Context: an optimization exercise on an open-source flow, tuned for small area and a short achievable clock period. The choices shown serve that exercise and are no tape-out recipe. Only simulation tests tie the RTL to the original design; equivalence was not proved.

===== standard.sh =====
#!/bin/bash
# synth_recipe.tcl (not shown) runs the flow's synth.tcl, then flattens the netlist and writes it again
# the make line also repeats each setting of config.mk as NAME=value (left out here)
make -C /OpenROAD-flow-scripts/flow DESIGN_CONFIG=/design/flow/config.mk WORK_HOME=/design/flow/orfs CLKGATE_MAP_FILE= SYNTH_SCRIPT=/design/flow/synth_recipe.tcl "${@:-finish}"

===== flow/run.sh =====
#!/bin/bash
# The standard synthesis and layout (standard.sh), with these layout settings changed:
# - ports are buffered with buf_1 instead of the delay-cell buffer buffer_ports picks
#   (timing repair still resizes the ones on critical paths);
# - timing repair may resize a cell into one of a different footprint;
# - clock tree: clkbuf_8 buffers and no dummy loads.
# All output of the flow goes to flow_make.log; ORFS keeps each step's log under orfs/logs/.
set -euo pipefail
cd "$(dirname "$0")/.."
bash standard.sh \
  "BUFFER_PORTS_ARGS=-buffer_cell sky130_fd_sc_hd__buf_1" \
  MATCH_CELL_FOOTPRINT=0 \
  "CTS_ARGS=-sink_clustering_enable -repair_clock_nets -dont_use_dummy_load -buf_list sky130_fd_sc_hd__clkbuf_8 -root_buf sky130_fd_sc_hd__clkbuf_8" \
  finish > flow_make.log 2>&1

===== design.v =====
module pac(clk, eo, phase, amplitude);
parameter N = 14;
parameter P = 12;
input clk, eo;
input [N-1:0] phase;
output [P-1:0] amplitude;
wire [11:0] a = phase[12] ? ~phase[11:0] : phase[11:0];
reg [14:0] t0;
always @(*) begin
  case (a[11:4])
    8'd0: t0 = 15'd2;
    8'd1: t0 = 15'd202;
    8'd2: t0 = 15'd403;
    8'd3: t0 = 15'd604;
    8'd4: t0 = 15'd804;
    8'd5: t0 = 15'd1004;
    8'd6: t0 = 15'd1205;
    8'd7: t0 = 15'd1406;
    8'd8: t0 = 15'd1608;
    8'd9: t0 = 15'd1809;
    8'd10: t0 = 15'd2010;
    8'd11: t0 = 15'd2211;
    8'd12: t0 = 15'd2410;
    8'd13: t0 = 15'd2610;
    8'd14: t0 = 15'd2811;
    8'd15: t0 = 15'd3011;
    8'd16: t0 = 15'd3212;
    8'd17: t0 = 15'd3411;
    8'd18: t0 = 15'd3612;
    8'd19: t0 = 15'd3811;
    8'd20: t0 = 15'd4009;
    8'd21: t0 = 15'd4209;
    8'd22: t0 = 15'd4408;
    8'd23: t0 = 15'd4607;
    8'd24: t0 = 15'd4807;
    8'd25: t0 = 15'd5005;
    8'd26: t0 = 15'd5205;
    8'd27: t0 = 15'd5402;
    8'd28: t0 = 15'd5601;
    8'd29: t0 = 15'd5799;
    8'd30: t0 = 15'd5996;
    8'd31: t0 = 15'd6193;
    8'd32: t0 = 15'd6391;
    8'd33: t0 = 15'd6588;
    8'd34: t0 = 15'd6785;
    8'd35: t0 = 15'd6982;
    8'd36: t0 = 15'd7178;
    8'd37: t0 = 15'd7374;
    8'd38: t0 = 15'd7570;
    8'd39: t0 = 15'd7764;
    8'd40: t0 = 15'd7960;
    8'd41: t0 = 15'd8155;
    8'd42: t0 = 15'd8348;
    8'd43: t0 = 15'd8543;
    8'd44: t0 = 15'd8736;
    8'd45: t0 = 15'd8930;
    8'd46: t0 = 15'd9124;
    8'd47: t0 = 15'd9316;
    8'd48: t0 = 15'd9511;
    8'd49: t0 = 15'd9703;
    8'd50: t0 = 15'd9895;
    8'd51: t0 = 15'd10087;
    8'd52: t0 = 15'd10277;
    8'd53: t0 = 15'd10467;
    8'd54: t0 = 15'd10658;
    8'd55: t0 = 15'd10847;
    8'd56: t0 = 15'd11036;
    8'd57: t0 = 15'd11226;
    8'd58: t0 = 15'd11415;
    8'd59: t0 = 15'd11602;
    8'd60: t0 = 15'd11791;
    8'd61: t0 = 15'd11977;
    8'd62: t0 = 15'd12165;
    8'd63: t0 = 15'd12351;
    8'd64: t0 = 15'd12536;
    8'd65: t0 = 15'd12722;
    8'd66: t0 = 15'd12907;
    8'd67: t0 = 15'd13091;
    8'd68: t0 = 15'd13277;
    8'd69: t0 = 15'd13460;
    8'd70: t0 = 15'd13643;
    8'd71: t0 = 15'd13825;
    8'd72: t0 = 15'd14008;
    8'd73: t0 = 15'd14189;
    8'd74: t0 = 15'd14370;
    8'd75: t0 = 15'd14549;
    8'd76: t0 = 15'd14729;
    8'd77: t0 = 15'd14908;
    8'd78: t0 = 15'd15087;
    8'd79: t0 = 15'd15265;
    8'd80: t0 = 15'd15444;
    8'd81: t0 = 15'd15621;
    8'd82: t0 = 15'd15797;
    8'd83: t0 = 15'd15973;
    8'd84: t0 = 15'd16146;
    8'd85: t0 = 15'd16320;
    8'd86: t0 = 15'd16495;
    8'd87: t0 = 15'd16666;
    8'd88: t0 = 15'd16842;
    8'd89: t0 = 15'd17014;
    8'd90: t0 = 15'd17184;
    8'd91: t0 = 15'd17355;
    8'd92: t0 = 15'd17531;
    8'd93: t0 = 15'd17697;
    8'd94: t0 = 15'd17867;
    8'd95: t0 = 15'd18034;
    8'd96: t0 = 15'd18202;
    8'd97: t0 = 15'd18367;
    8'd98: t0 = 15'd18533;
    8'd99: t0 = 15'd18698;
    8'd100: t0 = 15'd18863;
    8'd101: t0 = 15'd19027;
    8'd102: t0 = 15'd19190;
    8'd103: t0 = 15'd19353;
    8'd104: t0 = 15'd19516;
    8'd105: t0 = 15'd19678;
    8'd106: t0 = 15'd19838;
    8'd107: t0 = 15'd19997;
    8'd108: t0 = 15'd20156;
    8'd109: t0 = 15'd20313;
    8'd110: t0 = 15'd20471;
    8'd111: t0 = 15'd20627;
    8'd112: t0 = 15'd20783;
    8'd113: t0 = 15'd20938;
    8'd114: t0 = 15'd21092;
    8'd115: t0 = 15'd21244;
    8'd116: t0 = 15'd21398;
    8'd117: t0 = 15'd21550;
    8'd118: t0 = 15'd21701;
    8'd119: t0 = 15'd21851;
    8'd120: t0 = 15'd22003;
    8'd121: t0 = 15'd22151;
    8'd122: t0 = 15'd22298;
    8'd123: t0 = 15'd22444;
    8'd124: t0 = 15'd22589;
    8'd125: t0 = 15'd22734;
    8'd126: t0 = 15'd22878;
    8'd127: t0 = 15'd23022;
    8'd128: t0 = 15'd23166;
    8'd129: t0 = 15'd23306;
    8'd130: t0 = 15'd23448;
    8'd131: t0 = 15'd23587;
    8'd132: t0 = 15'd23727;
    8'd133: t0 = 15'd23868;
    8'd134: t0 = 15'd24004;
    8'd135: t0 = 15'd24140;
    8'd136: t0 = 15'd24272;
    8'd137: t0 = 15'd24408;
    8'd138: t0 = 15'd24543;
    8'd139: t0 = 15'd24672;
    8'd140: t0 = 15'd24806;
    8'd141: t0 = 15'd24936;
    8'd142: t0 = 15'd25064;
    8'd143: t0 = 15'd25192;
    8'd144: t0 = 15'd25327;
    8'd145: t0 = 15'd25455;
    8'd146: t0 = 15'd25579;
    8'd147: t0 = 15'd25703;
    8'd148: t0 = 15'd25827;
    8'd149: t0 = 15'd25951;
    8'd150: t0 = 15'd26071;
    8'd151: t0 = 15'd26192;
    8'd152: t0 = 15'd26314;
    8'd153: t0 = 15'd26433;
    8'd154: t0 = 15'd26550;
    8'd155: t0 = 15'd26668;
    8'd156: t0 = 15'd26784;
    8'd157: t0 = 15'd26899;
    8'd158: t0 = 15'd27012;
    8'd159: t0 = 15'd27124;
    8'd160: t0 = 15'd27241;
    8'd161: t0 = 15'd27350;
    8'd162: t0 = 15'd27460;
    8'd163: t0 = 15'd27569;
    8'd164: t0 = 15'd27679;
    8'd165: t0 = 15'd27785;
    8'd166: t0 = 15'd27890;
    8'd167: t0 = 15'd27994;
    8'd168: t0 = 15'd28101;
    8'd169: t0 = 15'd28203;
    8'd170: t0 = 15'd28302;
    8'd171: t0 = 15'd28404;
    8'd172: t0 = 15'd28506;
    8'd173: t0 = 15'd28604;
    8'd174: t0 = 15'd28702;
    8'd175: t0 = 15'd28797;
    8'd176: t0 = 15'd28893;
    8'd177: t0 = 15'd28986;
    8'd178: t0 = 15'd29079;
    8'd179: t0 = 15'd29170;
    8'd180: t0 = 15'd29262;
    8'd181: t0 = 15'd29352;
    8'd182: t0 = 15'd29440;
    8'd183: t0 = 15'd29525;
    8'd184: t0 = 15'd29615;
    8'd185: t0 = 15'd29701;
    8'd186: t0 = 15'd29786;
    8'd187: t0 = 15'd29868;
    8'd188: t0 = 15'd29951;
    8'd189: t0 = 15'd30031;
    8'd190: t0 = 15'd30110;
    8'd191: t0 = 15'd30189;
    8'd192: t0 = 15'd30267;
    8'd193: t0 = 15'd30343;
    8'd194: t0 = 15'd30418;
    8'd195: t0 = 15'd30492;
    8'd196: t0 = 15'd30566;
    8'd197: t0 = 15'd30638;
    8'd198: t0 = 15'd30709;
    8'd199: t0 = 15'd30777;
    8'd200: t0 = 15'd30845;
    8'd201: t0 = 15'd30913;
    8'd202: t0 = 15'd30977;
    8'd203: t0 = 15'd31041;
    8'd204: t0 = 15'd31108;
    8'd205: t0 = 15'd31170;
    8'd206: t0 = 15'd31231;
    8'd207: t0 = 15'd31290;
    8'd208: t0 = 15'd31350;
    8'd209: t0 = 15'd31407;
    8'd210: t0 = 15'd31464;
    8'd211: t0 = 15'd31518;
    8'd212: t0 = 15'd31574;
    8'd213: t0 = 15'd31626;
    8'd214: t0 = 15'd31677;
    8'd215: t0 = 15'd31728;
    8'd216: t0 = 15'd31780;
    8'd217: t0 = 15'd31828;
    8'd218: t0 = 15'd31873;
    8'd219: t0 = 15'd31919;
    8'd220: t0 = 15'd31965;
    8'd221: t0 = 15'd32007;
    8'd222: t0 = 15'd32050;
    8'd223: t0 = 15'd32090;
    8'd224: t0 = 15'd32131;
    8'd225: t0 = 15'd32170;
    8'd226: t0 = 15'd32207;
    8'd227: t0 = 15'd32241;
    8'd228: t0 = 15'd32280;
    8'd229: t0 = 15'd32312;
    8'd230: t0 = 15'd32344;
    8'd231: t0 = 15'd32375;
    8'd232: t0 = 15'd32407;
    8'd233: t0 = 15'd32435;
    8'd234: t0 = 15'd32462;
    8'd235: t0 = 15'd32488;
    8'd236: t0 = 15'd32522;
    8'd237: t0 = 15'd32541;
    8'd238: t0 = 15'd32569;
    8'd239: t0 = 15'd32587;
    8'd240: t0 = 15'd32603;
    8'd241: t0 = 15'd32621;
    8'd242: t0 = 15'd32639;
    8'd243: t0 = 15'd32655;
    8'd244: t0 = 15'd32671;
    8'd245: t0 = 15'd32684;
    8'd246: t0 = 15'd32696;
    8'd247: t0 = 15'd32704;
    8'd248: t0 = 15'd32720;
    8'd249: t0 = 15'd32732;
    8'd250: t0 = 15'd32736;
    8'd251: t0 = 15'd32736;
    8'd252: t0 = 15'd32750;
    8'd253: t0 = 15'd32752;
    8'd254: t0 = 15'd32752;
    8'd255: t0 = 15'd32752;
    default: t0 = 15'd0;
  endcase
end
reg [7:0] k;
always @(*) begin
  case (a[11:6])
    6'd0: k = 8'd198;
    6'd1: k = 8'd202;
    6'd2: k = 8'd198;
    6'd3: k = 8'd200;
    6'd4: k = 8'd198;
    6'd5: k = 8'd199;
    6'd6: k = 8'd198;
    6'd7: k = 8'd198;
    6'd8: k = 8'd196;
    6'd9: k = 8'd195;
    6'd10: k = 8'd196;
    6'd11: k = 8'd195;
    6'd12: k = 8'd189;
    6'd13: k = 8'd188;
    6'd14: k = 8'd188;
    6'd15: k = 8'd186;
    6'd16: k = 8'd185;
    6'd17: k = 8'd181;
    6'd18: k = 8'd179;
    6'd19: k = 8'd179;
    6'd20: k = 8'd174;
    6'd21: k = 8'd176;
    6'd22: k = 8'd172;
    6'd23: k = 8'd164;
    6'd24: k = 8'd166;
    6'd25: k = 8'd163;
    6'd26: k = 8'd158;
    6'd27: k = 8'd156;
    6'd28: k = 8'd154;
    6'd29: k = 8'd149;
    6'd30: k = 8'd143;
    6'd31: k = 8'd145;
    6'd32: k = 8'd140;
    6'd33: k = 8'd133;
    6'd34: k = 8'd130;
    6'd35: k = 8'd131;
    6'd36: k = 8'd121;
    6'd37: k = 8'd121;
    6'd38: k = 8'd117;
    6'd39: k = 8'd115;
    6'd40: k = 8'd108;
    6'd41: k = 8'd104;
    6'd42: k = 8'd101;
    6'd43: k = 8'd94;
    6'd44: k = 8'd92;
    6'd45: k = 8'd89;
    6'd46: k = 8'd80;
    6'd47: k = 8'd79;
    6'd48: k = 8'd74;
    6'd49: k = 8'd68;
    6'd50: k = 8'd63;
    6'd51: k = 8'd59;
    6'd52: k = 8'd56;
    6'd53: k = 8'd51;
    6'd54: k = 8'd46;
    6'd55: k = 8'd41;
    6'd56: k = 8'd36;
    6'd57: k = 8'd30;
    6'd58: k = 8'd27;
    6'd59: k = 8'd10;
    6'd60: k = 8'd17;
    6'd61: k = 8'd16;
    6'd62: k = 8'd5;
    6'd63: k = 8'd5;
    default: k = 8'd0;
  endcase
end
wire r = ({a[11:6], a[3:0]} == 10'd223) | ({a[11:6], a[3:0]} == 10'd303) | ({a[11:6], a[3:0]} == 10'd411) | ({a[11:6], a[3:0]} == 10'd450) | ({a[11:6], a[3:0]} == 10'd455) | ({a[11:6], a[3:0]} == 10'd463) | ({a[11:6], a[3:0]} == 10'd477) | ({a[11:6], a[3:0]} == 10'd525) | ({a[11:6], a[3:0]} == 10'd630) | ({a[11:6], a[3:0]} == 10'd663) | ({a[11:6], a[3:0]} == 10'd837) | ({a[11:6], a[3:0]} == 10'd853) | ({a[11:6], a[3:0]} == 10'd861);
wire w0 = (a[0] & k[2]) ^ (a[1] & k[1]) ^ (a[2] & k[0]);
wire w1 = ((a[0] & k[2]) & (a[1] & k[1])) | ((a[0] & k[2]) & (a[2] & k[0])) | ((a[1] & k[1]) & (a[2] & k[0]));
wire w2 = (a[0] & k[3]) ^ (a[1] & k[2]) ^ (a[2] & k[1]);
wire w3 = ((a[0] & k[3]) & (a[1] & k[2])) | ((a[0] & k[3]) & (a[2] & k[1])) | ((a[1] & k[2]) & (a[2] & k[1]));
wire w4 = (a[0] & k[4]) ^ (a[1] & k[3]) ^ (a[2] & k[2]);
wire w5 = ((a[0] & k[4]) & (a[1] & k[3])) | ((a[0] & k[4]) & (a[2] & k[2])) | ((a[1] & k[3]) & (a[2] & k[2]));
wire w6 = (a[0] & k[5]) ^ (a[1] & k[4]) ^ (a[2] & k[3]);
wire w7 = ((a[0] & k[5]) & (a[1] & k[4])) | ((a[0] & k[5]) & (a[2] & k[3])) | ((a[1] & k[4]) & (a[2] & k[3]));
wire w8 = (a[0] & k[6]) ^ (a[1] & k[5]) ^ (a[2] & k[4]);
wire w9 = ((a[0] & k[6]) & (a[1] & k[5])) | ((a[0] & k[6]) & (a[2] & k[4])) | ((a[1] & k[5]) & (a[2] & k[4]));
wire w10 = (a[0] & k[7]) ^ (a[1] & k[6]) ^ (a[2] & k[5]);
wire w11 = ((a[0] & k[7]) & (a[1] & k[6])) | ((a[0] & k[7]) & (a[2] & k[5])) | ((a[1] & k[6]) & (a[2] & k[5]));
wire w12 = (a[1] & k[7]) ^ (a[2] & k[6]) ^ (a[3] & k[5]);
wire w13 = ((a[1] & k[7]) & (a[2] & k[6])) | ((a[1] & k[7]) & (a[3] & k[5])) | ((a[2] & k[6]) & (a[3] & k[5]));
wire w14 = w1 ^ w2 ^ (a[3] & k[0]);
wire w15 = (w1 & w2) | (w1 & (a[3] & k[0])) | (w2 & (a[3] & k[0]));
wire w16 = w3 ^ w4 ^ (a[3] & k[1]);
wire w17 = (w3 & w4) | (w3 & (a[3] & k[1])) | (w4 & (a[3] & k[1]));
wire w18 = w5 ^ w6 ^ (a[3] & k[2]);
wire w19 = (w5 & w6) | (w5 & (a[3] & k[2])) | (w6 & (a[3] & k[2]));
wire w20 = w7 ^ w8 ^ (a[3] & k[3]);
wire w21 = (w7 & w8) | (w7 & (a[3] & k[3])) | (w8 & (a[3] & k[3]));
wire w22 = w9 ^ w10 ^ (a[3] & k[4]);
wire w23 = (w9 & w10) | (w9 & (a[3] & k[4])) | (w10 & (a[3] & k[4]));
wire w24 = w13 ^ (a[2] & k[7]) ^ (a[3] & k[6]);
wire w25 = (w13 & (a[2] & k[7])) | (w13 & (a[3] & k[6])) | ((a[2] & k[7]) & (a[3] & k[6]));
wire w26 = w23 ^ w11 ^ w12;
wire w27 = (w23 & w11) | (w23 & w12) | (w11 & w12);
wire w28 = w15 ^ w16 ^ t0[0];
wire w29 = (w15 & w16) | (w15 & t0[0]) | (w16 & t0[0]);
wire w30 = w17 ^ w18 ^ t0[1];
wire w31 = (w17 & w18) | (w17 & t0[1]) | (w18 & t0[1]);
wire w32 = w19 ^ w20 ^ t0[2];
wire w33 = (w19 & w20) | (w19 & t0[2]) | (w20 & t0[2]);
wire w34 = w21 ^ w22 ^ t0[3];
wire w35 = (w21 & w22) | (w21 & t0[3]) | (w22 & t0[3]);
wire w36 = w27 ^ w24 ^ t0[5];
wire w37 = (w27 & w24) | (w27 & t0[5]) | (w24 & t0[5]);
wire w38 = w25 ^ (a[3] & k[7]) ^ t0[6];
wire w39 = (w25 & (a[3] & k[7])) | (w25 & t0[6]) | ((a[3] & k[7]) & t0[6]);
wire w40 = w35 ^ w26 ^ t0[4];
wire w41 = (w35 & w26) | (w35 & t0[4]) | (w26 & t0[4]);
wire [18:0] x = {t0[14], t0[13], t0[12], t0[11], t0[10], t0[9], t0[8], w39, w37, w41, w40, w33, w31, w29, w28, w14, w0, (a[0] & k[1]), (a[0] & k[0])};
wire [18:0] y = {1'b0, 1'b0, 1'b0, 1'b0, 1'b0, 1'b0, 1'b0, t0[7], w38, w36, 1'b0, w34, w32, w30, 1'b0, 1'b0, 1'b0, (a[1] & k[0]), 1'b0};
wire [4:0] lo = x[3:0] + y[3:0];
reg [14:0] xr, yr;
reg cr, rr, q13, eos;
always @(posedge clk) begin
    xr <= x[18:4];
    yr <= y[18:4];
    cr <= lo[4];
    rr <= r;
    q13 <= phase[13];
    eos <= eo;
end
wire [15:0] s = xr + yr + cr + rr;
wire [10:0] m = s[14:4];
assign amplitude = eos ? (q13 ? {1'b0, ~m} : {1'b1, m}) : {P{1'b0}};
endmodule
module phase_accumulator(clk, reset, mode, fph, word_in, word_out, phase);
    parameter M = 48;
    parameter N = 14;
    input clk, reset, fph;
    input [1:0] mode;
    input  [M-1:0] word_in;
    output [M-1:0] word_out;
    output [N-1:0] phase;
    reg [M-1:0] freq, acc;
    wire run = mode == 2'b00;
    wire wr  = mode == 2'b11;
    wire rd  = mode == 2'b10;
    wire wf = wr & fph;
    wire wa = wr & ~fph;
    assign phase    = acc[M-1:M-N];
    assign word_out = ({M{rd & fph}} & freq) | ({M{rd & ~fph}} & acc);
    wire [M-1:0] g0 = acc & freq;
    wire [M-1:0] p0 = acc ^ freq;
    localparam TOPL = 16;  
    reg [M-1:0] G, P;
    integer l, i;
    always @(*) begin
        G = g0; P = p0;
        for (l = 1; l < M; l = l * 2)
            for (i = 2*l-1; i < M; i = i + 2*l) begin
                G[i] = G[i] | (P[i] & G[i-l]);
                P[i] = P[i] & P[i-l];
            end
        for (l = TOPL; l >= 1; l = l / 2)
            for (i = 3*l-1; i < M; i = i + 2*l) begin
                G[i] = G[i] | (P[i] & G[i-l]);
                P[i] = P[i] & P[i-l];
            end
    end
    wire [M-1:0] sum = p0 ^ {G[M-2:0], 1'b0};
    wire [M-1:0] acc_n = run ? sum : (wa ? word_in : acc);
    always @ (posedge clk, posedge reset)
        if (reset) begin
            freq  <= 'b0;
            acc   <= 'b0;
        end else begin
            acc <= acc_n;
            if (wf) freq <= word_in;
        end
endmodule
module nco_core(clk, reset, mode, fph, word_in, word_out, amplitude);
    parameter M = 48;
    parameter N = 14;
    parameter P = 12;
    input clk, reset, fph;
    input [1:0] mode;
    input  [M-1:0] word_in;
    output [M-1:0] word_out;
    output [P-1:0] amplitude;
    wire [N-1:0] phase;
    phase_accumulator #(.M(M), .N(N)) U2_pa (
        .clk        (clk),
        .reset      (reset),
        .mode       (mode),
        .fph        (fph),
        .word_in    (word_in),
        .word_out   (word_out),
        .phase      (phase)
    );
    pac #(.N(N), .P(P)) U4_pac (
        .clk        (clk),
        .eo         (!reset && mode == 2'b00),
        .phase      (phase),
        .amplitude  (amplitude)
    );
endmodule

===== config.mk =====
export PLATFORM = sky130hd
export DESIGN_NAME = nco_core
export DESIGN_NICKNAME = nco_core
export VERILOG_FILES = /design/flow/design.v
export SDC_FILE = /design/flow/constraint.sdc
export NUM_CORES = 4
export LEC_CHECK = 0
export ABC_AREA = 1
export CAP_MARGIN = 20
export CORE_MARGIN = 2
export CORE_UTILIZATION = 55
export SETUP_SLACK_MARGIN = 3.0
export SLEW_MARGIN = 20
export SYNTH_MEMORY_MAX_BITS = 65536

===== constraint.sdc =====
create_clock -name core_clock -period 7.0 [get_ports {clk}]
set_input_delay 1.4000 -clock core_clock [delete_from_list [all_inputs] [get_ports {clk}]]
set_output_delay 1.4000 -clock core_clock [all_outputs]
set_load 0.01 [all_outputs]

==> results of run 1 <==
==> layout by cell type, fill, tap and decap left out, types with 5 or more instances in the layout <==
| master | instances |
|---|---|
| nand2_1 | 468 |
| inv_1 | 242 |
| nor2_1 | 134 |
| o21ai_0 | 121 |
| buf_1 | 110 |
| nand3_1 | 109 |
| a21oi_1 | 97 |
| dfrtp_1 | 94 |
| ha_1 | 87 |
| o22ai_1 | 55 |
| fa_1 | 47 |
| buf_4 | 45 |
| o221ai_1 | 36 |
| xnor2_1 | 30 |
| nand4_1 | 26 |
| dfxtp_1 | 25 |
| o211ai_1 | 23 |
| nor3_1 | 20 |
| o21ai_1 | 20 |
| clkbuf_8 | 17 |
| nand2_2 | 13 |
| a221oi_1 | 11 |
| nand2_4 | 11 |
| a31oi_1 | 11 |
| nand2_8 | 7 |
| inv_2 | 6 |
| a21o_1 | 5 |
==> cell type report <==
| type | count | area [um^2] |
|---|---|---|
| repair buffers | 166 | 957.2 |
| flip-flops and latches | 121 | 2908 |
| clock buffers | 17 | 234.0 |
| inverters | 256 | 991.0 |
| multi-input cells | 1382 | 8548 |
| well taps | 285 | 356.6 |
| fillers | 2071 | 8508 |
==> timing repair <==
action                                  4_1_cts  5_1_grt
pin swaps                                     2        7
endpoints found under the setup margin       62       40
cloned                                        1        5
setup buffers                                 5       33
gates resized for setup                      27       49
==> path summary, 6_finish.rpt <==
kind / from / end / slack, ns
max reg2reg: U2_pa.acc[46]$_DFFE_PP0P_ / U4_pac.xr[4]$_DFF_P_ / 3.04
max: U2_pa.acc[46]$_DFFE_PP0P_ / U4_pac.xr[4]$_DFF_P_ / 3.04
max in group asynchronous: reset / U2_pa.acc[46]$_DFFE_PP0P_ / 4.71
min reg2reg: U2_pa.acc[47]$_DFFE_PP0P_ / U4_pac.q13$_DFF_P_ / 0.44
min in group asynchronous: reset / U2_pa.freq[27]$_DFFE_PP0P_ / 0.91
min: U2_pa.acc[47]$_DFFE_PP0P_ / U4_pac.q13$_DFF_P_ / 0.44
==> routing by layer <==
metal,track usage,part of all wire
met2,0.6023,0.45
met4,0.2050,0.061
met3,0.08041,0.11
met5,0,0
met1,0.4875,0.37
==> stage by stage <==
step / area, um^2 / hold WS (ns) / utilization / std cells
floorplan: 12500 / 0.3472 / - / 1838
global placement: 12990 / 0.4169 / 0.5771 / 2162
detailed placement: 13100 / 0.4221 / 0.5820 / 2166
CTS: 13520 / 0.4329 / 0.6007 / 2189
global route: 13990 / 0.4310 / 0.6219 / 2227
finish: 13990 / 0.4397 / 0.6219 / 2227
==> state kept, by name, indices dropped and copies added, names as in the netlist <==
| name | count |
|---|---|
| U4_pac.xr | 15 |
| U4_pac.yr | 6 |
| U4_pac.q13 | 1 |
| U2_pa.acc | 48 |
| U4_pac.cr | 1 |
| U2_pa.freq | 48 |
| U4_pac.rr | 1 |
| U4_pac.eos | 1 |
==> critical path, stage by stage (launching register included) <==
cell	delay, ns
dfrtp_4	0.52
buf_4	0.21
xor2_4	0.23
ha_2	0.56
nor2_1	0.10
nor2_2	0.40
nand2_1	0.11
o211ai_1	0.13
nand3_1	0.11
o21ai_0	0.33
nand2_1	0.11
nor2_1	0.36
fa_1	0.27
fa_1	0.40
==> cell families after synthesis <==
family / Yosys count / share of synthesized area
AOI/OAI and AO/OA: 395 / 0.1880
xor gates and xnor gates: 43 / 0.03854
adders and majority gates: 136 / 0.1644
buffers and inverters: 341 / 0.1101
DFF: 121 / 0.2323
and+or+nand+nor: 802 / 0.2667
==> cells in the mapped netlist, drive strengths merged (4+ instances only) <==
master    n  area share
nand2   493        0.15
inv     256       0.077
nor2    142       0.044
o21ai   141       0.056
nand3   114       0.046
a21oi    98       0.039
dfrtp    96        0.19
ha       89       0.089
o22ai    55       0.028
fa       47       0.075
clkbuf   43       0.013
buf      42       0.020
o221ai   36       0.025
xnor2    36       0.031
nand4    26       0.013
dfxtp    25       0.040
o211ai   23       0.014
nor3     20      0.0080
a221oi   11      0.0077
a31oi    11      0.0055
xor2      7      0.0079
a21o      5      0.0030
o31ai     4      0.0024
or2       4      0.0020
==> results.txt, run 1 <==
first-pass iteration count of the detailed router=12; Worst EP required=about 7.3 ns; die width=about 150 um; Final Cycle Share=0.5655; EDFF count, synth=0; clock root buffer=clkbuf_8; diode count=0; Routed Antenna Nets=0; crit path max fanout=8; YS warnings=2; Syn-to-layout area delta=11.97%; Startpoint Class=flip-flop; die area=0.02395 mm^2; DR iter-0 viols=1,864; htree depth=4; nets=~2.1k; Syn Nets=approximately 2.0k; final slew viol count=0; Final Skew=~0.045 ns; post-synthesis sequential area ratio=0.2323; status=timing/DRC/antenna clean; gpl congestion=just over 1; max_slew headroom=0.3258; # DRC=0; Hold Crit Depth=0; Final Hold Vio Count=0; maximum clock path buffer count=2; Synth Register Bits=121; final setup fails=0; Clock Sinks=121; chip height=154.7 um; Worst Path Arrival=4.28 ns; share of cells above drive strength 1=0.07724; asr flop ratio synth=0.7934; boundary pin count=113; DP HPWL=~32,000 um; Total Routed Length=approximately 47,000 um; Worst Max-Slew Pin Slew=1.010 ns; FF-to-FF path depth=13; largest net degree at the start of global routing=between 90 and 100; setup TNS=0 ns; port buffer count=112; Setup Crit Path Kind=flip-flop to flip-flop; first-pass GRT wire length=between 70,000 and 80,000 um; max cap viols=0; fin crit period=approximately 4.0 ns; Rows=55; Main synth FF type=dfrtp_1; Setup Slack @ Placement=approximately 1.9 ns; CTS tree=yes; Skew-Pair Late Insertion Delay=between 0.4 and 0.5 ns; vias in the first global route=13.12k; Avg Inst Size Synth=6.800 um^2; Hold Buf Count CTS=0; Via Count=13.96k; drt via density=6.266; setup ws final=3.042 ns; Synth Instances=1,838; Post-Syn Area=roughly 0.012 mm^2; Achievable Freq=0.2526 GHz; GRT Total Usage=0.3797; Core ar.=roughly 0.023 mm^2; initial antenna violation count=0; total grt overflow=0; Num CTS Buffers=17; RSZ-0062 raised after global routing=no; Hold/Removal Path Class=flip-flop to flip-flop; Yosys cell types=49; CTS clk-pin slew, worst paths=0.07 ns; wire per inst=between 20 and 25 um; CP endpoint kind=flip-flop; Initial Utilization=0.5554
==> run 2, diff against run 1 <==
==> flow/run.sh (replaced) <==
#!/bin/bash
# The standard synthesis and layout (standard.sh), with these changes:
# - synthesis: the same script (synth_recipe.tcl and ORFS synth.tcl, so the same registers with
#   the same names and cells), except that ABC maps the logic with flow/abc_nf.script;
# - ports are buffered with buf_2 instead of the delay-cell buffer buffer_ports picks;
# - timing repair may resize a cell into one of a different footprint;
# - clock tree: clkbuf_8 buffers and no dummy loads.
set -euo pipefail
W="$(cd "$(dirname "$0")/.." && pwd)"
cd "$W"
# ORFS synth.tcl with the ABC script replaced after synth_preamble.tcl sets it
sed '/^source \$::env(SCRIPTS_DIR)\/synth_preamble.tcl/a set abc_script $::env(ABCX_SCRIPT)\nset abc_args [list -script $abc_script {*}$lib_args {*}$lib_dont_use_args -constr $::env(OBJECTS_DIR)/abc.constr]' \
  "$FLOW_HOME/scripts/synth.tcl" > flow_synth.tcl
grep -q 'ABCX_SCRIPT' flow_synth.tcl
# The standard flow's synthesis wrapper, sourcing that copy
sed "s|^source \$::env(SCRIPTS_DIR)/synth.tcl|source $W/flow_synth.tcl|" synth_recipe.tcl > flow_synth_recipe.tcl
grep -q "flow_synth.tcl" flow_synth_recipe.tcl
# standard.sh with the synthesis script replaced
sed "s|SYNTH_SCRIPT=[^ ]*|SYNTH_SCRIPT=$W/flow_synth_recipe.tcl|" standard.sh > flow_standard.sh
grep -q "flow_synth_recipe.tcl" flow_standard.sh
export ABCX_SCRIPT="$W/flow/abc_nf.script"
bash flow_standard.sh \
  "BUFFER_PORTS_ARGS=-buffer_cell sky130_fd_sc_hd__buf_2" \
  MATCH_CELL_FOOTPRINT=0 \
  "CTS_ARGS=-sink_clustering_enable -repair_clock_nets -dont_use_dummy_load -buf_list sky130_fd_sc_hd__clkbuf_8 -root_buf sky130_fd_sc_hd__clkbuf_8" \
  finish > flow_make.log 2>&1
==> flow/abc_nf.script (new file) <==
strash
&get -n
&st
&dch
&nf
&put
topo
stime -c
buffer -c
upsize -c
dnsize -c
==> results.txt, run 2 <==
status=timing/DRC/antenna clean; initial antenna violation count=3; Routed Antenna Nets=0; # DRC=0; WHS=0.4248 ns; Syn Nets=1,647; GRT Total Usage=0.3925; crit path max fanout=7; Worst Max-Slew Pin Slew=1.087 ns; total grt overflow=0; boundary pin count=between 100 and 150; Hold Crit Depth=0; Final Cycle Share=0.5855; DP HPWL=29,860 um; FF-to-FF path depth=14; gpl congestion=1.044; Via Count=12.83k; Synth Register Bits=121; final slew viol count=0; placed insts=~1.8k; drt via density=6.985; CTS clk-pin slew, worst paths=0.08 ns; Syn-to-layout area delta=14.98%; Hold Buf Count CTS=0; Initial Utilization=0.5607; EDFF count, synth=0; Rows=53; fin crit period=4.098 ns; Clock Sinks=121; Layout fillers=between 1.5k and 2k; grt met2 use=0.6082; Avg Inst Size Synth=8.085 um^2; largest net degree at the start of global routing=76; GR met3 Demand/Resource=0.1182; Setup Crit Path Kind=flip-flop to flip-flop; reg2reg start=U2_pa.acc[46]$_DFFE_PP0P_; fin cells=1,837; grt met1 use=0.4895; Startpoint Class=flip-flop; nets=around 1.8k; vias in the first global route=11.99k; Hold/Removal Path Class=flip-flop to flip-flop; first-pass iteration count of the detailed router=8; Final Hold Vio Count=0; Reg-to-Reg End=U4_pac.xr[4]$_DFF_P_; Total Routed Length=45,830 um; YS warnings=2; top-count cell post-synth=a21oi_1; max cap viols=0; Core ar.=around 0.021 mm^2; max_slew headroom=0.2698; htree depth=4; most frequent cells after synthesis=a21oi_1, nand2_1, nor2_1; Skew-Pair Late Insertion Delay=0.46 ns; setup TNS=0 ns; CTS tree=yes; post-route cell area=between 0.01 and 0.015 mm^2; DR iter-0 viols=around 2.1k; Critical path destination=U4_pac.xr[4]$_DFF_P_; Num CTS Buffers=17; Synth Instances=1,458; chip height=150.4 um; final core utilization=0.6447; die width=~150 um; CP endpoint kind=flip-flop; asr flop ratio synth=0.7934; die area=0.02262 mm^2; DP Area=roughly 0.013 mm^2; commonest cells after routing, fill and taps aside=a21oi_1, nand2_1, nor2_1, buf_2; Synth area leader=dfrtp_1; clock root buffer=clkbuf_8; port buffer count=about 110; Top Registers=U2_pa.acc: 48 flops, U2_pa.freq: 48 flops, U4_pac.xr: 15 flops; start point of the critical path=U2_pa.acc[46]$_DFFE_PP0P_; Worst Path Arrival=4.43 ns; final setup fails=0; post-synthesis sequential area ratio=0.2463; share of cells above drive strength 1=0.2044; Synth area leaders=dfrtp_1, ha_1, fa_1; Worst EP required=7.34 ns; Main synth FF type=dfrtp_1; Achievable Freq=between 0.2 and 0.25 GHz; most common cell after layout, fill and taps aside=a21oi_1; first-pass GRT wire length=67,480 um; RSZ-0062 raised after global routing=yes; Post-Syn Area=0.01179 mm^2; Final Skew=0.04014 ns; R2R Setup Slk=2.90 ns; share of the synthesized area in the top cell type=0.2038; Yosys cell types=78; wire per inst=24.95 um; maximum clock path buffer count=2; busiest grt layer=met2
-- run 2: changes by cell type after synthesis, moves of 51 or more --
cell,previous run,this run
a21oi_1,98,166
nand3_1,113,36
nand2_1,479,162
a22o_1,0,51
inv_1,250,52
-- run 2: how the worst min path moves through the flow --
stage	from	endpoint	slack (ns)
floorplan	U2_pa.acc[47]$_DFFE_PP0P_	U4_pac.q13$_DFF_P_	0.40
global placement	U2_pa.acc[47]$_DFFE_PP0P_	U4_pac.q13$_DFF_P_	0.43
detailed placement	U2_pa.acc[47]$_DFFE_PP0P_	U4_pac.q13$_DFF_P_	0.44
CTS	U2_pa.acc[47]$_DFFE_PP0P_	U4_pac.q13$_DFF_P_	0.43
global route	U2_pa.acc[47]$_DFFE_PP0P_	U4_pac.q13$_DFF_P_	0.45
finish	U2_pa.acc[47]$_DFFE_PP0P_	U4_pac.q13$_DFF_P_	0.42
-- run 2: logic make-up (layout without fill, tap and decap cells) --
family / count (synthesis) / after routing / share of synthesized area
compound gates: 509 / 509 / 0.2778
simple gates: 460 / 461 / 0.1696
buf+inv: 148 / 249 / 0.05445
fa+ha+maj: 136 / 136 / 0.1743
flops: 121 / 121 / 0.2463
xor+xnor: 44 / 45 / 0.03970
mux: 40 / 40 / 0.03789
other cells: 0 / 1 / 0
-- run 2: final cells by class --
| type | count | area [um^2] | share of cell area |
|---|---|---|---|
| clock buffer | 17 | 234.0 | 0.01726 |
| tap | 275 | 344.1 | 0.02539 |
| timing repair inverter | 1 | 5.005 | 0.0003693 |
| sequential | 121 | 2909 | 0.2146 |
| inverter | 56 | 227.7 | 0.01680 |
| antenna | 1 | 2.502 | 0.0001846 |
| timing repair buffer | 175 | 1197 | 0.08835 |
| multi-input combinational | 1191 | 8633 | 0.6370 |
-- run 2: per-stage QoR --
stage / setup slack (ns)
detailed placement: 1.947
CTS: 2.940
global placement: 2.066
finish: 2.902
floorplan: 3.000
global route: 2.827
-- run 2: metal layers --
layer  vias to the layer above  part of all wire
met3                       310              0.12
met4                         4             0.074
li1                       5508                 -
met5                         -           0.00072
met1                      5985              0.36
met2                      1025              0.44
-- run 2: worst max-delay path: stages, from the launching register on --
cell and delay (ns):
dfrtp_4 0.56, buf_4 0.18, xor2_4 0.23, buf_4 0.15
ha_2 0.26, ha_1 0.44, nor2_1 0.31, nor2_1 0.22
nor2_1 0.07, o21ai_0 0.08, o311ai_0 0.24, a31oi_1 0.24
o221ai_1 0.15, a21oi_1 0.41, fa_1 0.47
-- run 2: repair_timing --
action | in CTS | in global routing
gates resized for setup | 34 | 66
cloned | 2 | 6
setup buffers | 12 | 21
pin swaps | 2 | 19
setup endpoints to repair | 69 | 57
==> run 3, diff against run 2 <==
--- a/flow/run.sh
+++ b/flow/run.sh
@@ -2,7 +2,7 @@
 # The standard synthesis and layout (standard.sh), with these changes:
 # - synthesis: the same script (synth_recipe.tcl and ORFS synth.tcl, so the same registers with
 #   the same names and cells), except that ABC maps the logic with flow/abc_nf.script;
-# - ports are buffered with buf_2 instead of the delay-cell buffer buffer_ports picks;
+# - ports are buffered with buf_1 instead of the delay-cell buffer buffer_ports picks;
 # - timing repair may resize a cell into one of a different footprint;
 # - clock tree: clkbuf_8 buffers and no dummy loads.
 set -euo pipefail
@@ -20,7 +20,7 @@
 grep -q "flow_synth_recipe.tcl" flow_standard.sh
 export ABCX_SCRIPT="$W/flow/abc_nf.script"
 bash flow_standard.sh \
-  "BUFFER_PORTS_ARGS=-buffer_cell sky130_fd_sc_hd__buf_2" \
+  "BUFFER_PORTS_ARGS=-buffer_cell sky130_fd_sc_hd__buf_1" \
   MATCH_CELL_FOOTPRINT=0 \
   "CTS_ARGS=-sink_clustering_enable -repair_clock_nets -dont_use_dummy_load -buf_list sky130_fd_sc_hd__clkbuf_8 -root_buf sky130_fd_sc_hd__clkbuf_8" \
   finish > flow_make.log 2>&1
==> results.txt, run 3 <==
Hold/Removal Path Class=flip-flop to flip-flop; Skew-Pair Late Insertion Delay=about 0.47 ns; Crit-path slowest cell=nor3_1; gpl congestion=about 1.0; reg2reg start=U2_pa.acc[46]$_DFFE_PP0P_; final setup fails=0; vias in the first global route=roughly 12k; Crit path largest cell delay=1.02 ns; Worst Hold End=U4_pac.q13$_DFF_P_; Core ar.=0.02102 mm^2; RSZ-0062 raised after global routing=yes; most common cell after layout, fill and taps aside=a21oi_1; total grt overflow=0; Clock Sinks=121; boundary pin count=between 100 and 150; crit-path cells=buf_8 > buf_4 > xor2_4 > buf_4 > buf_4 > nor3_1 > a32oi_1 > a31oi_1 > a21oi_1 > and3_1 > fa_1; Final Hold Vio Count=0; Top Registers=U2_pa.acc: 48 flops, U2_pa.freq: 48 flops, U4_pac.xr: 15 flops; wire per inst=25.65 um; GRT Total Usage=0.3926; share of cells above drive strength 1=0.1369; die width=150.4 um; Worst Max-Slew Pin Slew=between 1 and 1.5 ns; nets=1,761; Worst path top cell family by delay=simple AND/OR/NAND/NOR gates; asr flop ratio synth=0.7934; final slew viol count=0; YS warnings=2; Synth area leader=dfrtp_1; Num CTS Buffers=17; Achievable Freq=0.2449 GHz; share of the synthesized area in the top cell type=0.2038; DP HPWL=30,000 um; Critical path buffers and inverters=4; FF-to-FF path depth=11; Multi-input gate area=0.008630 mm^2; Worst Min Path Start=U2_pa.acc[47]$_DFFE_PP0P_; initial antenna violation count=1; Main synth FF type=dfrtp_1; Syn Nets=around 1.6k; max cap viols=0; diode count=0; crit path max fanout=15; clock root buffer=clkbuf_8; Hold Crit Depth=0; Reg-to-Reg End=U4_pac.yr[2]$_DFF_P_; Synth Register Bits=121; sequential cell area=about 0.0029 mm^2; setup TNS=0 ns; Setup Crit Path Kind=flip-flop to flip-flop; Post-Syn Area=0.01179 mm^2; Synth area leaders=dfrtp_1, ha_1, fa_1; Worst Path Arrival=between 4 and 5 ns; drt via density=between 7 and 8; CTS clk-pin slew, worst paths=~0.060 ns; Startpoint Class=flip-flop; port buffer count=112; status=timing/DRC/antenna clean; commonest cells after routing, fill and taps aside=a21oi_1, nand2_1, nor2_1, buf_1; final core utilization=0.6435; WHS=0.4405 ns; Initial Utilization=0.5607; die area=0.02262 mm^2; DR iter-0 viols=1,961; first-pass GRT wire length=67,430 um; Final Cycle Share=0.5833; R2R Setup Slk=about 3 ns; Rows=53; Hold Buf Count CTS=0; Synth Instances=between 1k and 1.5k; Worst EP required=roughly 7.3 ns; Final Skew=0.05031 ns; Syn-to-layout area delta=14.75%; EDFF count, synth=0; maximum clock path buffer count=2; # DRC=0; CP endpoint kind=flip-flop; Via Count=13.04k; max_slew headroom=0.1429; Avg Inst Size Synth=8.085 um^2; Total Routed Length=47,330 um; Routed Antenna Nets=0; Layout fillers=1,779; fin crit period=roughly 4 ns; chip height=150.4 um; CTS tree=yes; top-count cell post-synth=a21oi_1; htree depth=4; largest net degree at the start of global routing=72; most used cell, CP=buf_4; Yosys cell types=78; most frequent cells after synthesis=a21oi_1, nand2_1, nor2_1; post-synthesis sequential area ratio=0.2463; first-pass iteration count of the detailed router=8
## run 3: cell counts after synthesis
Identical to the previous run, type by type.
## run 3: logic make-up after synthesis
family                   Yosys count  share of synthesized area
adder cells (fa/ha/maj)          136                     0.1743
flip-flops                       121                     0.2463
buffers and inverters            148                    0.05445
multiplexers                      40                    0.03789
AO/OA/AOI/OAI                    509                     0.2778
AND/OR/NAND/NOR                  460                     0.1696
XOR/XNOR                          44                    0.03970
## run 3: how the worst max path moves through the flow
stage | end | from | cells after the start
4_1_cts | word_out[0] | fph | 4
3_3_place_gp | U4_pac.xr[4]$_DFF_P_ | U2_pa.acc[46]$_DFFE_PP0P_ | 13
5_1_grt | U4_pac.xr[4]$_DFF_P_ | U2_pa.acc[46]$_DFFE_PP0P_ | 13
2_1_floorplan | U4_pac.xr[4]$_DFF_P_ | U2_pa.acc[46]$_DFFE_PP0P_ | 17
3_5_place_dp | U4_pac.xr[4]$_DFF_P_ | U2_pa.acc[46]$_DFFE_PP0P_ | 13
6_report | U4_pac.yr[2]$_DFF_P_ | U2_pa.acc[46]$_DFFE_PP0P_ | 11
## run 3: timing repair
item                       in CTS  in global routing
setup endpoints to repair      67                 67
setup buffers                  10                 27
cloned                          2                 12
gates resized for setup        37                 69
pin swaps                       2                 15
## run 3: metrics by stage
step | cell area (um^2) | std cells | setup slack, ns
after global placement | 12370 | 1777 | 2.076
after floorplan | 11820 | 1458 | 3.000
after detailed placement | 12370 | 1777 | 1.961
after CTS | 12860 | 1806 | 2.952
final | 13530 | 1845 | 2.917
after global routing | 13530 | 1845 | 2.922
## run 3: layout make-up
class	count	share of cell area
Clock buffer	17	0.01730
Sequential cell	121	0.2150
Multi-Input combinational cell	1193	0.6380
Inverter	56	0.01794
Tap cell	275	0.02544
Timing Repair inverter	4	0.002590
Timing Repair Buffer	179	0.08380
## run 3: layer usage
| metal | share of wire | vias up | track usage |
|---|---|---|---|
| li1 | - | 5547 | - |
| met1 | 0.35 | 6086 | 0.4986 |
| met2 | 0.44 | 1105 | 0.6027 |
| met3 | 0.13 | 304 | 0.1085 |
| met4 | 0.076 | 2 | 0.2212 |
| met5 | 0.00027 | - | 0 |

[what the ideal ports hide]
No port has a modelled driver above. Below, the same layouts with a new extraction and two added sets of constraints. Step 1 sets driving cells, clkbuf_16 on the clock port and buf_2 on the other inputs (assumed; they add their load-dependent delay and slew). Step 2 times the ports against the registers' clock, not the clock port: input delays grow and output delays shrink by t, the midpoint of the rising clock arrivals with the driver on. a / b / c = no drivers / after step 1 / after step 2; a / b = the first two.
run	shift t [ns]	setup slack, ns	worst setup path after step 2
run 1	0.488	3.042 / 3.042 / 3.009	input to register
run 2	0.487	2.902 / 2.902 / 2.902	register to register
run 3	0.492	2.917 / 2.917 / 2.917	register to register
After both steps setup and hold are still met in every run listed. For run 1, which loses most, drivers alone change the setup slack by 0.000 ns; drivers and shift together by -0.033 ns.
